From an optimization exercise on the open Yosys and OpenROAD flow, aimed at small area; shortcuts taken in it are not production practice. Function was checked by simulation only, so behaviour that the tests miss may differ from the original. Power is estimated from default activity; no workload was simulated.

==> flow/design.v, too long to show whole: its modules and the start of the top module <==
// module twiddle_rom: 902 lines
module twiddle_rom #(
    parameter DATA_WIDTH = 12,
    parameter ADDR_WIDTH = 8
)(
    input  wire                      clk,
    input  wire [ADDR_WIDTH-1:0]     addr_forward,
    input  wire [ADDR_WIDTH-1:0]     addr_backward,
    input  wire [6:0]                addr_pwm,
    output wire [DATA_WIDTH-1:0]     data_forward,
    output wire [DATA_WIDTH-1:0]     data_backward,
    output wire [DATA_WIDTH-1:0]     data_pwm
);
  // ...
==> flow/flow/run.sh <==
#!/bin/bash
# Own flow: the standard layout (standard.sh) with these changes:
#  1. Yosys's ABC call maps the logic with flow/abc_map.script (strash; dch; map -D 1500)
#     instead of ORFS's script, which also buffers and resizes; OpenROAD repairs timing later.
#  2. ADDER_MAP_FILE is empty, so synthesis does not extract half/full adders ahead of ABC.
#  3. Port buffers are sky130_fd_sc_hd__buf_1 (every port still gets one).
# Everything else, including the synthesis script itself, is the standard flow's.
set -euo pipefail
W=$(pwd)
{
  echo "proc abc {args} {"
  echo "  set i [lsearch -exact \$args -script]"
  echo "  if {\$i >= 0} { lset args [expr {\$i + 1}] $W/flow/abc_map.script }"
  echo "  yosys abc {*}\$args"
  echo "}"
  cat "$W/synth_recipe.tcl"
} > "$W/flow_synth.tcl"
bash "$W/standard.sh" "SYNTH_SCRIPT=$W/flow_synth.tcl" "ADDER_MAP_FILE=" \
  "BUFFER_PORTS_ARGS=-buffer_cell sky130_fd_sc_hd__buf_1" finish > "$W/orfs_make.log" 2>&1
==> flow/flow/abc_map.script <==
strash
dch
map -D 1500
topo
==> flow/standard.sh <==
#!/bin/bash
# synth_recipe.tcl (not shown) runs the flow's synth.tcl, then flattens the netlist and writes it again
# the make line also repeats each setting of config.mk as NAME=value (left out here)
make -C /OpenROAD-flow-scripts/flow DESIGN_CONFIG=/design/flow/config.mk WORK_HOME=/design/flow/orfs CLKGATE_MAP_FILE= SYNTH_SCRIPT=/design/flow/synth_recipe.tcl "${@:-finish}"
==> flow/config.mk <==
export PLATFORM = sky130hd
export DESIGN_NAME = twiddle_rom
export DESIGN_NICKNAME = twiddle_rom
export VERILOG_FILES = /design/flow/design.v
export SDC_FILE = /design/flow/constraint.sdc
export NUM_CORES = 4
export LEC_CHECK = 0
export ABC_AREA = 1
export CAP_MARGIN = 20
export CORE_MARGIN = 2
export CORE_UTILIZATION = 55
export GPL_TIMING_DRIVEN = 0
export SETUP_SLACK_MARGIN = 0.05
export SLEW_MARGIN = 20
==> flow/constraint.sdc <==
create_clock -name core_clock -period 5.0 [get_ports {clk}]
set_input_delay 1.0000 -clock core_clock [delete_from_list [all_inputs] [get_ports {clk}]]
set_output_delay 1.0000 -clock core_clock [all_outputs]
set_load 0.01 [all_outputs]
==> results.sh, run 1 <==
export IMPL_run_status="finished clean"
export IMPL_min_delay_worst_endpoint="ra_b[5]"
export IMPL_register_area_um2=478
export IMPL_fin_setup_tns_ns=0
export IMPL_number_of_synthesized_register_bits=23
export IMPL_worst_path_largest_cell_delay_ns=0.50
export IMPL_route_final_wire_length_um=23400
export IMPL_core_area_mm2=0.00826
export IMPL_pg_seq_mw=0.240
export IMPL_multi_input_area_mm2=0.00388
export IMPL_first_pass_grt_wire_length_um=36000
export IMPL_hold_ws_ns=0.784
export IMPL_post_cts_setup_buffers=0
export IMPL_hp_class="input port to flop"
export IMPL_grt_util_all_layers_pct=51.3
export IMPL_post_route_drc_count=0
export IMPL_htree_levels=1
export IMPL_flops_and_latches=23
export IMPL_timing_final_max_slew_violations=0
export IMPL_wirelength_met1_um=7480
export IMPL_worst_slack_ns=0.144
export IMPL_final_setup_viol_count=0
export IMPL_compound_gate_fraction_of_synth_area_pct=38.5
export IMPL_fin_crit_ns=4.86
export IMPL_post_synth_mux_area_share_pct=0
export IMPL_synth_largest_type_area_fraction_pct=15.1
export IMPL_power_frac_clock_pct=14.1
==> run 2: changes to the inputs <==
--- a/flow/design.v
+++ b/flow/design.v
@@ -872,31 +872,32 @@
     assign tp_new_n171 = (~(tp_new_n126)) | (~(tp_new_n26));
     assign tp_new_n172 = (~(tp_new_n27)&~(tp_new_n52)) | (~(tp_new_n67));
     assign tp_new_n173 = (~(tp_new_n172)) | (~(ra_p[4])) | (~(tp_new_n134));
     assign tp_new_n174 = (~(tp_new_n33)&~(tp_new_n104)) | (~(tp_new_n74));
     assign tp_new_n175 = (~(ra_p[5])&~(tp_new_n142)) | (~(tp_new_n35)&~(tp_new_n142));
     assign tp_new_n176 = (~(ra_p[4])&~(tp_new_n175));
     assign tp_new_n177 = (~(ra_p[3])&~(tp_new_n176));
     assign xp[11] = (~(tp_new_n171)&~(tp_new_n174)) | (~(tp_new_n171)&~(tp_new_n177)) | (~(ra_p[3])&~(tp_new_n174)) | (~(tp_new_n173)&~(tp_new_n174)) | (~(ra_p[3])&~(tp_new_n177)) | (~(tp_new_n173)&~(tp_new_n177));
-    function [11:0] cneg(input [11:0] x, input j);
+    function [11:0] cneg(input [11:0] x, input j, input c8);
         reg [11:0] c;
         integer i;
         begin
             c = 12'd0;
             c[2] = ~x[1];
-            for (i = 3; i < 9; i = i + 1) c[i] = c[i-1] & ~x[i-1];
+            for (i = 3; i < 8; i = i + 1) c[i] = c[i-1] & ~x[i-1];
+            c[8]  = c8;
             c[9]  = ~x[8] | c[8];
             c[10] = ~x[9] & c[9];
             c[11] = ~x[10] | c[10];
             cneg[0] = x[0] ^ j;
             cneg[1] = x[1];
             for (i = 2; i < 8; i = i + 1) cneg[i] = x[i] ^ (j & ~c[i]);
             cneg[8]  = x[8] ^ (j & c[8]);
             cneg[9]  = x[9] ^ (j & ~c[9]);
             cneg[10] = x[10] ^ (j & c[10]);
             cneg[11] = x[11] ^ (j & c[11]);
         end
     endfunction
-    assign data_forward  = cneg(xf, ra_f[0]);
-    assign data_backward = cneg(xb, ra_b[0]);
-    assign data_pwm      = cneg(xp, ra_p[0] ^ ra_p[6]);
+    assign data_forward  = cneg(xf, ra_f[0], ra_f[7:1] == 7'd0 || ra_f[7:1] == 7'd37);
+    assign data_backward = cneg(xb, ra_b[0], ra_b[7:1] == 7'd0 || ra_b[7:1] == 7'd58);
+    assign data_pwm      = cneg(xp, ra_p[0] ^ ra_p[6], 1'b0);
 endmodule
==> results.sh, run 2 <==
export IMPL_run_status="finished clean"
export IMPL_fillers=841
export IMPL_crit_path_end_kind="primary output"
export IMPL_seq_power_share_pct=25.0
export IMPL_leakagePower_nw=1.92
export IMPL_highest_metal_layer_used_by_the_detailed_router="met4"
export IMPL_max_cap_violations=0
export IMPL_yosys_most_used_dff="sky130_fd_sc_hd__dfxtp_1"
export IMPL_pwr_density_cell_mw_per_mm2=187
export IMPL_most_common_library_cell_in_the_layout_ignoring_fill_and_taps="sky130_fd_sc_hd__nand2_1"
export IMPL_reg_top3="ra_b: 8 flops, ra_f: 8 flops, ra_p: 7 flops"
export IMPL_post_route_drc_count=0
export IMPL_sw_frac_of_total_pct=54.2
export IMPL_cts_buffers=3
export IMPL_global_route_overflow_total=0
export IMPL_worst_pin_slew_ns=0.775
export IMPL_synthTopCellsByCount="sky130_fd_sc_hd__nand2_1 (192), sky130_fd_sc_hd__nor2_1 (149), sky130_fd_sc_hd__clkinv_1 (124), sky130_fd_sc_hd__o21ai_0 (81), sky130_fd_sc_hd__a21oi_1 (77)"
export IMPL_wire_per_inst_um=19.9
export IMPL_portion_of_the_clock_cycle_consumed_by_the_worst_path_in_the_final_layout_pct=96.2
export IMPL_hold_violations=0
export IMPL_fraction_of_power_consumed_by_combinational_cells_pct=63.1
export IMPL_grt_pass1_vias=6638
export IMPL_cts_tree="yes"
export IMPL_dr_total_vias=7577
export IMPL_synth_most_common_cell="sky130_fd_sc_hd__nand2_1"
export IMPL_dpl_instance_area_mm2=0.00506
export IMPL_design_portCount=60
export IMPL_design_final_nets=979
export IMPL_clk_transition_reported_paths_ns=0.08
export IMPL_area_growth_synth_to_final_pct=9.22
export IMPL_slew_headroom_pct=47.9
export IMPL_root_buf_cell="sky130_fd_sc_hd__clkbuf_8"
export IMPL_number_of_standard_cells_after_synthesis=891
export IMPL_power_internal_mw=0.440
export IMPL_route_final_wire_length_um=21000
export IMPL_worstSetupStartpointType="flop"
export IMPL_cp_cell_sequence="clkinv_2 > nor2_2 > clkinv_1 > o21ai_1 > o32ai_1 > nand2_1 > o311ai_0 > o31ai_1 > nand2_1 > nor2_1 > nor2_1 > a21oi_1 > o2111ai_1 > nand2_1 > buf_1"
export IMPL_pin_count_of_the_biggest_net_entering_global_routing=31
export IMPL_power_frac_clock_pct=12.0
export IMPL_start_util_pct=57.0
export IMPL_max_freq_ghz=0.208
export IMPL_first_pass_grt_wire_length_um=33300
export IMPL_hp_class="input port to flop"
export IMPL_path_max_fanout=23
export IMPL_most_common_layout_cells="sky130_fd_sc_hd__nand2_1 (192), sky130_fd_sc_hd__nor2_1 (147), sky130_fd_sc_hd__clkinv_1 (118), sky130_fd_sc_hd__o21ai_0 (80), sky130_fd_sc_hd__a21oi_1 (77)"
export IMPL_clkSinkCount=23
export IMPL_crit_slowest_cell="sky130_fd_sc_hd__dfxtp_4"
export IMPL_core_area_mm2=0.00826
export IMPL_final_setup_viol_count=0
export IMPL_ys_seq_area_share_pct=9.78
export IMPL_port_buffers=59
export IMPL_first_iter_violations=1943
export IMPL_worst_path_largest_cell_delay_ns=0.52
export IMPL_crit_required_ns=4.00
export IMPL_grt_util_all_layers_pct=45.8
export IMPL_critPathArrivalTime_ns=3.81
export IMPL_layout_cell_area_non_filler_mm2=0.00514
export IMPL_netlist_area_mm2=0.00471
export IMPL_fin_crit_ns=4.81
export IMPL_post_cts_setup_buffers=0
export IMPL_drive_above_1_share_pct=2.83
export IMPL_number_of_synthesized_register_bits=23
export IMPL_gp_congestion=1.24
export IMPL_antenna_found_initial=0
export IMPL_detail_route_antenna_nets=0
export IMPL_num_rows=33
export IMPL_synth_area_per_cell_um2=5.29
export IMPL_yosysWarnings=1
export IMPL_netlist_top_cells_area="sky130_fd_sc_hd__nand2_1 (15%), sky130_fd_sc_hd__nor2_1 (12%), sky130_fd_sc_hd__clkinv_1 (9.9%), sky130_fd_sc_hd__dfxtp_1 (9.8%), sky130_fd_sc_hd__o21ai_0 (8.6%)"
export IMPL_die_height_um=96.5
export IMPL_path_class="flop to primary output"
export IMPL_cts_buffer_depth=2
export IMPL_rsz0062_at_grt="false"
export IMPL_vdd_drop_max_v=0.000247
export IMPL_syn_num_nets=915
export IMPL_antenna_cells_inserted=0
export IMPL_met3_wirelength_um=4100
export IMPL_die_area_mm2=0.00932
export IMPL_htree_levels=1
export IMPL_synth_async_sr_flop_share_pct=0
export IMPL_postCtsHoldBufs=0
export IMPL_synth_enable_flop_cells=0
export IMPL_synth_largest_type_area_fraction_pct=15.3
export IMPL_fin_setup_tns_ns=0
export IMPL_detailedRoute_firstPassIterationCount=15
export IMPL_crit_top_cell="sky130_fd_sc_hd__nand2_1"
export IMPL_switchingPower_mw=0.521
export IMPL_timing_final_max_slew_violations=0
export IMPL_dieWidth_um=96.5
export IMPL_post_synth_num_cell_types=39
export IMPL_route_detailed_vias_per_inst=7.15
export IMPL_yosysTopAreaCell="sky130_fd_sc_hd__nand2_1"
export IMPL_wirelength_met1_um=7460
export IMPL_dpl_hpwl_um=15600
export IMPL_fin_util_pct=62.3
export IMPL_met2_length_um=7740
## run 2: cell types whose count changed after synthesis, sizes merged, moves of 5 or more
cell / before / now
nor2: 164 / 149
clkinv: 114 / 124
a21oi: 86 / 77
a31oi: 29 / 38
o21ai: 90 / 81
nor3: 15 / 23
nand3: 57 / 52
nand4: 6 / 1
## run 2: worst max-delay path: cells and delay by family, from the launching register on
family | cells | cell delay [ns]
AOI/OAI and AO/OA | 6 | 1.46
buffers and inverters | 3 | 0.66
DFF | 1 | 0.52
and+or+nand+nor | 6 | 0.88
## run 2: stage by stage
| stage | hold WS, ns | std cells | setup slack [ns] | power [mW] |
|---|---|---|---|---|
| floorplan | 1.03 | 891 | 0.988 | 0.630 |
| global placement | 1.09 | 1055 | -0.485 | 0.807 |
| detailed placement | 1.09 | 1055 | -0.265 | 0.806 |
| CTS | 0.817 | 1059 | 0.0517 | 0.923 |
| global route | 0.813 | 1059 | 0.0593 | 1.03 |
| finish | 0.820 | 1059 | 0.191 | 0.961 |
## run 2: what timing repair did
item,in CTS,in global routing
gates resized for setup,6,13
pin swaps,0,0
endpoints found under the setup margin,13,9
## run 2: power groups by stage
stage | Combinational (mW) | Sequential, mW | Clock, mW
final | 0.606 | 0.240 | 0.115
after global routing | 0.659 | 0.241 | 0.125
after CTS | 0.571 | 0.234 | 0.118
after detailed placement | 0.567 | 0.238 | 0
after global placement | 0.568 | 0.239 | 0
after floorplan | 0.407 | 0.223 | 0
## run 2: final timing paths
kind,endpoint,depth (start not counted),startpoint,slack (ns)
worst max-delay path,data_forward[7],15,ra_f[2],0.19
worst min-delay path,ra_p[6],1,addr_pwm[6],0.82
## run 2: cell type report
type / instances / area (um^2) / area share (%)
multi-input cells: 744 / 3790 / 73.7
inverters: 124 / 478 / 9.29
flip-flops and latches: 23 / 475 / 9.24
repair buffers: 59 / 221 / 4.31
well taps: 105 / 131 / 2.55
clock buffers: 3 / 41.3 / 0.803
clock inverters: 1 / 7.51 / 0.146
## run 2: cell families (layout without fill, tap and decap cells)
group	after synthesis	in the layout	synth area share (%)
XOR/XNOR	27	27	5.02
flip-flops	23	23	9.78
AO/OA/AOI/OAI	294	294	39.2
buffers and inverters	124	187	9.88
AND/OR/NAND/NOR	423	423	36.1
## run 2: routing by layer
| layer | vias up | track usage (%) |
|---|---|---|
| met4 | 0 | 21.8 |
| li1 | 3297 | - |
| met2 | 835 | 62.0 |
| met3 | 245 | 24.4 |
| met5 | - | 2.38 |
| met1 | 3200 | 58.5 |
==> run 3: changes to the inputs <==
--- a/flow/config.mk
+++ b/flow/config.mk
@@ -8,7 +8,7 @@
 export ABC_AREA = 1
 export CAP_MARGIN = 20
 export CORE_MARGIN = 2
-export CORE_UTILIZATION = 55
+export CORE_UTILIZATION = 45
 export GPL_TIMING_DRIVEN = 0
 export SETUP_SLACK_MARGIN = 0.05
 export SLEW_MARGIN = 20
==> results.sh, run 3 <==
export IMPL_grt_util_all_layers_pct=37.5
export IMPL_grt_pass1_vias=6555
export IMPL_dr_total_vias=7412
export IMPL_pin_count_of_the_biggest_net_entering_global_routing=31
export IMPL_grtUsageMet1_pct=49.8
export IMPL_worstSetupStartpointType="flop"
export IMPL_worst_pin_slew_ns=0.914
export IMPL_synth_largest_type_area_fraction_pct=15.3
export IMPL_hold_ws_ns=0.805
export IMPL_synth_enable_flop_cells=0
export IMPL_yosysWarnings=1
export IMPL_place_inst=1086
export IMPL_leakagePower_nw=1.93
export IMPL_reg_top3="ra_b: 8 flops, ra_f: 8 flops, ra_p: 7 flops"
export IMPL_worst_slack_ns=0.114
export IMPL_clkSinkCount=23
export IMPL_global_route_overflow_total=0
export IMPL_fin_crit_ns=4.89
export IMPL_critical_path_endpoint="data_forward[7]"
export IMPL_global_route_usage_met2_pct=52.0
export IMPL_most_common_library_cell_in_the_layout_ignoring_fill_and_taps="sky130_fd_sc_hd__nand2_1"
export IMPL_dpl_hpwl_um=16200
export IMPL_slew_headroom_pct=39.0
export IMPL_design_portCount=60
export IMPL_max_cap_violations=0
export IMPL_ys_seq_area_share_pct=9.78
export IMPL_area_growth_synth_to_final_pct=10.6
export IMPL_vdd_drop_max_v=0.000145
export IMPL_gp_congestion=1.10
export IMPL_first_pass_grt_wire_length_um=34100
export IMPL_dpl_instance_area_mm2=0.00510
export IMPL_busiest_layer="met2"
export IMPL_synth_area_per_cell_um2=5.29
export IMPL_drive_above_1_share_pct=3.56
export IMPL_use_met3_pct=15.9
export IMPL_post_synth_num_cell_types=39
export IMPL_hp_class="input port to flop"
export IMPL_number_of_synthesized_register_bits=23
export IMPL_detailedRoute_firstPassIterationCount=11
export IMPL_num_rows=37
export IMPL_die_area_mm2=0.0113
export IMPL_antenna_found_initial=0
export IMPL_cts_buffers=3
export IMPL_design_final_nets=979
export IMPL_hold_violations=0
export IMPL_final_cells=1090
export IMPL_route_detailed_vias_per_inst=6.80
export IMPL_detail_route_antenna_nets=0
export IMPL_port_buffers=59
export IMPL_yosys_most_used_dff="sky130_fd_sc_hd__dfxtp_1"
export IMPL_core_area_mm2=0.0102
export IMPL_worst_setup_path_startpoint="ra_f[5]"
export IMPL_dieWidth_um=106
export IMPL_clk_transition_reported_paths_ns=0.09
export IMPL_syn_num_nets=915
export IMPL_critPathArrivalTime_ns=3.89
export IMPL_timing_final_max_slew_violations=0
export IMPL_path_class="flop to primary output"
export IMPL_number_of_standard_cells_after_synthesis=891
export IMPL_crit_path_end_kind="primary output"
export IMPL_final_setup_viol_count=0
export IMPL_start_util_pct=46.0
export IMPL_portion_of_the_clock_cycle_consumed_by_the_worst_path_in_the_final_layout_pct=97.7
export IMPL_synth_most_common_cell="sky130_fd_sc_hd__nand2_1"
export IMPL_cts_buffer_depth=2
export IMPL_post_route_drc_count=0
export IMPL_run_status="finished clean"
export IMPL_synthTopCellsByCount="sky130_fd_sc_hd__nand2_1 (192), sky130_fd_sc_hd__nor2_1 (149), sky130_fd_sc_hd__clkinv_1 (124), sky130_fd_sc_hd__o21ai_0 (81), sky130_fd_sc_hd__a21oi_1 (77)"
export IMPL_netlist_area_mm2=0.00471
export IMPL_wire_per_inst_um=20.1
export IMPL_detailedPlace_worstSlack_ns=-0.423
export IMPL_pwr_density_cell_mw_per_mm2=188
export IMPL_rsz0062_at_grt="true"
export IMPL_max_freq_ghz=0.205
export IMPL_fin_setup_tns_ns=0
export IMPL_yosysTopAreaCell="sky130_fd_sc_hd__nand2_1"
export IMPL_htree_levels=1
export IMPL_cts_tree="yes"
export IMPL_layout_cell_area_non_filler_mm2=0.00521
export IMPL_route_final_wire_length_um=21900
export IMPL_synth_async_sr_flop_share_pct=0
export IMPL_post_cts_setup_buffers=0
export IMPL_netlist_top_cells_area="sky130_fd_sc_hd__nand2_1 (15%), sky130_fd_sc_hd__nor2_1 (12%), sky130_fd_sc_hd__clkinv_1 (9.9%), sky130_fd_sc_hd__dfxtp_1 (9.8%), sky130_fd_sc_hd__o21ai_0 (8.6%)"
export IMPL_path_max_fanout=18
export IMPL_crit_required_ns=4.00
export IMPL_antenna_cells_inserted=0
export IMPL_die_height_um=106
export IMPL_root_buf_cell="sky130_fd_sc_hd__clkbuf_8"
export IMPL_first_iter_violations=1229
export IMPL_most_common_layout_cells="sky130_fd_sc_hd__nand2_1 (190), sky130_fd_sc_hd__nor2_1 (143), sky130_fd_sc_hd__clkinv_1 (119), sky130_fd_sc_hd__o21ai_0 (79), sky130_fd_sc_hd__a21oi_1 (76)"
run 3: cell families after synthesis:
family	share of synthesized area (%)
and+or+nand+nor	36.1
buffers and inverters	9.88
DFF	9.78
AOI/OAI and AO/OA	39.2
xor gates and xnor gates	5.02
run 3: worst min path at each step:
stage / startpoint / to / slack, ns / depth (start not counted)
final: addr_backward[4] / ra_b[4] / 0.81 / 1
after global routing: addr_pwm[0] / ra_p[0] / 0.80 / 1
after CTS: addr_backward[0] / ra_b[0] / 0.80 / 1
after detailed placement: addr_backward[0] / ra_b[0] / 1.09 / 1
after global placement: addr_forward[0] / ra_f[0] / 1.09 / 1
after floorplan: addr_backward[0] / ra_b[0] / 1.03 / 0
run 3: power breakdown:
group	leakage, nW	switching [mW]	internal, mW
Clock	0.0217	0.0669	0.0566
Sequential	0.194	0.0470	0.194
Combinational	1.71	0.422	0.192
Total	1.93	0.536	0.442
run 3: cell type report:
class | count | area (um^2)
clock buffers | 3 | 41.3
clock inverters | 1 | 7.51
fillers | 1101 | 5020
inverters | 124 | 475
multi-input cells | 744 | 3820
flip-flops and latches | 23 | 473
well taps | 136 | 170
repair buffers | 59 | 221
run 3: what timing repair did:
action / in CTS / in global routing
setup endpoints to repair: 16 / 12
gates resized for setup: 9 / 19
hold buffers: 0 / 0
run 3: stage by stage:
step	power [mW]	util, %
after detailed placement	0.814	49.9
after floorplan	0.630	-
final	0.978	50.9
after CTS	0.940	50.5
after global placement	0.831	49.9
after global routing	1.03	50.9
run 3: critical path, cell delays in order (launching register included):
cell	delay, ns
sky130_fd_sc_hd__dfxtp_2	0.59
sky130_fd_sc_hd__nor2_1	0.24
sky130_fd_sc_hd__o21ai_1	0.50
sky130_fd_sc_hd__nor2_1	0.11
sky130_fd_sc_hd__nor2_1	0.35
sky130_fd_sc_hd__clkinv_1	0.21
sky130_fd_sc_hd__nor2_1	0.22
sky130_fd_sc_hd__o21ai_0	0.14
sky130_fd_sc_hd__a32oi_1	0.44
sky130_fd_sc_hd__nor2_1	0.10
sky130_fd_sc_hd__nor2_1	0.19
sky130_fd_sc_hd__a21oi_2	0.09
sky130_fd_sc_hd__a31o_2	0.22
sky130_fd_sc_hd__nand2_1	0.05
sky130_fd_sc_hd__buf_1	0.15
run 3: per-layer routing:
metal  part of all wire [%]  vias up
met5                      0        -
met4                    6.7        0
met3                     19      195
met2                     38      776
met1                     37     3142
li1                       -     3299
==> run 4: changes to the inputs <==
--- a/flow/config.mk
+++ b/flow/config.mk
@@ -8,7 +8,8 @@
 export ABC_AREA = 1
 export CAP_MARGIN = 20
 export CORE_MARGIN = 2
-export CORE_UTILIZATION = 45
+export CORE_UTILIZATION = 55
+export CTS_BUF_LIST = sky130_fd_sc_hd__clkbuf_4
 export GPL_TIMING_DRIVEN = 0
 export SETUP_SLACK_MARGIN = 0.05
 export SLEW_MARGIN = 20
==> results.sh, run 4 <==
export IMPL_crit_top_cell="sky130_fd_sc_hd__nand2_1"
export IMPL_port_buffers=59
export IMPL_route_final_wire_length_um=21000
export IMPL_global_route_overflow_total=0
export IMPL_multi_input_area_mm2=0.00381
export IMPL_critical_path_top_delay_family="compound AO/OA/AOI/OAI gates"
export IMPL_path_class="flop to primary output"
export IMPL_path_max_fanout=13
export IMPL_synth_area_per_cell_um2=5.29
export IMPL_hold_violations=0
export IMPL_synthTopCellsByCount="sky130_fd_sc_hd__nand2_1 (192), sky130_fd_sc_hd__nor2_1 (149), sky130_fd_sc_hd__clkinv_1 (124), sky130_fd_sc_hd__o21ai_0 (81), sky130_fd_sc_hd__a21oi_1 (77)"
export IMPL_timing_final_max_slew_violations=0
export IMPL_layout_cell_area_non_filler_mm2=0.00515
export IMPL_design_portCount=60
export IMPL_timing_critical_path_buf_inv=3
export IMPL_syn_num_nets=915
export IMPL_synth_enable_flop_cells=0
export IMPL_most_common_layout_cells="sky130_fd_sc_hd__nand2_1 (192), sky130_fd_sc_hd__nor2_1 (145), sky130_fd_sc_hd__clkinv_1 (117), sky130_fd_sc_hd__o21ai_0 (80), sky130_fd_sc_hd__a21oi_1 (77)"
export IMPL_run_status="finished clean"
export IMPL_max_freq_ghz=0.209
export IMPL_clkSinkCount=23
export IMPL_cts_buffer_depth=2
export IMPL_root_buf_cell="sky130_fd_sc_hd__clkbuf_4"
export IMPL_worstSetupStartpointType="flop"
export IMPL_reg_top3="ra_b: 8 flops, ra_f: 8 flops, ra_p: 7 flops"
export IMPL_netlist_area_mm2=0.00471
export IMPL_die_height_um=96.5
export IMPL_ys_seq_area_share_pct=9.78
export IMPL_fraction_of_power_consumed_by_combinational_cells_pct=64.9
export IMPL_area_share_of_fa_ha_maj_cells_after_synthesis_pct=0
export IMPL_first_pass_grt_wire_length_um=33200
export IMPL_antenna_found_initial=0
export IMPL_start_util_pct=57.0
export IMPL_netlist_top_cells_area="sky130_fd_sc_hd__nand2_1 (15%), sky130_fd_sc_hd__nor2_1 (12%), sky130_fd_sc_hd__clkinv_1 (9.9%), sky130_fd_sc_hd__dfxtp_1 (9.8%), sky130_fd_sc_hd__o21ai_0 (8.6%)"
export IMPL_rsz0062_at_grt="false"
export IMPL_post_synth_mux_area_share_pct=0
export IMPL_cts_tree="yes"
export IMPL_post_route_drc_count=0
export IMPL_dpl_instance_area_mm2=0.00506
export IMPL_detail_route_antenna_nets=0
export IMPL_number_of_synthesized_register_bits=23
export IMPL_num_rows=33
export IMPL_hp_class="input port to flop"
export IMPL_clk_transition_reported_paths_ns=0.12
export IMPL_synth_largest_type_area_fraction_pct=15.3
export IMPL_critPathArrivalTime_ns=3.78
export IMPL_seq_power_share_pct=25.7
export IMPL_synth_most_common_cell="sky130_fd_sc_hd__nand2_1"
export IMPL_post_synth_num_cell_types=39
export IMPL_number_of_standard_cells_after_synthesis=891
export IMPL_cp_cell_sequence="clkinv_1 > nand2_1 > clkinv_1 > a21oi_1 > a21oi_1 > o2bb2ai_1 > a22o_2 > nand2_1 > nor2_1 > nand2_1 > nand2_1 > o21ai_0 > nor2_1 > nand2_1 > nand2_1 > buf_1"
export IMPL_fillers=847
export IMPL_dr_total_vias=7573
export IMPL_drive_above_1_share_pct=3.35
export IMPL_power_internal_mw=0.416
export IMPL_area_growth_synth_to_final_pct=9.40
export IMPL_synth_top_family_by_area="compound AO/OA/AOI/OAI gates"
export IMPL_worst_slack_ns=0.217
export IMPL_yosys_area_share_xor_xnor_pct=5.02
export IMPL_synth_async_sr_flop_share_pct=0
export IMPL_dieWidth_um=96.5
export IMPL_slew_headroom_pct=47.3
export IMPL_worst_path_largest_cell_delay_ns=0.65
export IMPL_switchingPower_mw=0.521
export IMPL_detailedRoute_firstPassIterationCount=17
export IMPL_final_setup_viol_count=0
export IMPL_synthSimpleGateAreaFrac_pct=36.1
export IMPL_most_common_library_cell_in_the_layout_ignoring_fill_and_taps="sky130_fd_sc_hd__nand2_1"
export IMPL_grt_pass1_vias=6650
export IMPL_register_area_um2=475
export IMPL_design_final_nets=979
export IMPL_crit_required_ns=4.00
export IMPL_power_frac_clock_pct=9.5
export IMPL_leakagePower_nw=1.92
export IMPL_first_iter_violations=1824
export IMPL_dpl_hpwl_um=15600
export IMPL_compound_gate_fraction_of_synth_area_pct=39.2
export IMPL_htree_levels=1
export IMPL_worst_pin_slew_ns=0.789
export IMPL_yosys_most_used_dff="sky130_fd_sc_hd__dfxtp_1"
export IMPL_yosysTopAreaCell="sky130_fd_sc_hd__nand2_1"
export IMPL_vdd_drop_max_v=0.000242
export IMPL_cts_buffers=3
export IMPL_fin_crit_ns=4.78
export IMPL_max_cap_violations=0
export IMPL_pwr_density_cell_mw_per_mm2=182
export IMPL_grt_util_all_layers_pct=45.7
export IMPL_postCtsHoldBufs=0
export IMPL_die_area_mm2=0.00932
export IMPL_detailedPlace_worstSlack_ns=-0.265
export IMPL_pin_count_of_the_biggest_net_entering_global_routing=31
export IMPL_core_area_mm2=0.00826
export IMPL_yosysWarnings=1
export IMPL_antenna_cells_inserted=0
export IMPL_crit_path_end_kind="primary output"
export IMPL_crit_slowest_cell="sky130_fd_sc_hd__dfxtp_1"
export IMPL_sw_frac_of_total_pct=55.6
export IMPL_portion_of_the_clock_cycle_consumed_by_the_worst_path_in_the_final_layout_pct=95.7
export IMPL_gp_congestion=1.24
export IMPL_wire_per_inst_um=19.8
export IMPL_route_detailed_vias_per_inst=7.15
run 4: kinds of logic after synthesis:
group / Yosys count
compound gates: 294
xor+xnor: 27
buf+inv: 124
flops: 23
simple gates: 423
run 4: final cells by class:
cell class | count | share of cell area, %
Clock inverter | 1 | 0.146
Timing Repair Buffer | 59 | 4.30
Multi-Input combinational cell | 744 | 74.0
Sequential cell | 23 | 9.23
Tap cell | 105 | 2.55
Clock buffer | 3 | 0.437
Inverter | 124 | 9.37
run 4: worst paths after layout:
kind / from / to / cells past startpoint
setup / recovery: ra_b[1] / data_backward[7] / 16
hold / removal: addr_backward[4] / ra_b[4] / 1
run 4: per-layer routing:
layer	vias up	GRT usage, %	routed length, um
li1	3289	-	-
met1	3211	58.2	7570
met2	822	61.3	7920
met3	249	24.7	3950
met4	2	22.8	1570
met5	-	2.38	5
run 4: timing repair:
| item | in CTS | in global routing |
|---|---|---|
| buffers inserted | 0 | 0 |
| setup endpoints to repair | 16 | 13 |
| gates resized for setup | 7 | 19 |
run 4: metrics by stage:
stage	TNS (ns)	instances	utilization (%)	hold WS, ns	power (mW)
after global routing	0	1059	62.4	0.737	1.00
final	0	1059	62.4	0.755	0.937
after detailed placement	-0.687	1055	61.3	1.09	0.806
after global placement	-1.42	1055	61.3	1.09	0.807
after floorplan	0	891	-	1.03	0.630
after CTS	0	1059	61.8	0.752	0.896
run 4: power groups by stage:
stage | registers (mW) | logic (mW) | clock network [mW]
global placement | 0.239 | 0.568 | 0
detailed placement | 0.238 | 0.567 | 0
CTS | 0.235 | 0.571 | 0.0910
finish | 0.240 | 0.608 | 0.0887
floorplan | 0.223 | 0.407 | 0
global route | 0.241 | 0.662 | 0.0985

## afterwards: timing with drivers on the ports
No port has a modelled driver above. Below, the same layouts with a new extraction and two added sets of constraints.
Step 1 sets driving cells, clkbuf_16 on the clock port and buf_2 on the other inputs (assumed; they add their load-dependent delay and slew).
Step 2 also shifts input and output timing later by t, the mid clock arrival at the registers, as if the neighbouring blocks saw the same clock.
Slacks: ideal ports / drivers / drivers and shift; pairs: ideal ports / drivers.
run	t, ns	setup WS [ns]	worst setup path at the end	slew at the worst register clock pin (ns)	pins driven straight from the clock port
run 1	0.332	0.144 / 0.104 / 0.436	register to output	0.11 / 0.11	1
run 2	0.289	0.191 / 0.163 / 0.453	register to output	0.08 / 0.08	1
run 3	0.301	0.114 / 0.085 / 0.386	register to output	0.09 / 0.09	1
run 4	0.344	0.217 / 0.195 / 0.538	register to output	0.12 / 0.12	1
After both steps every run listed still meets setup and hold.
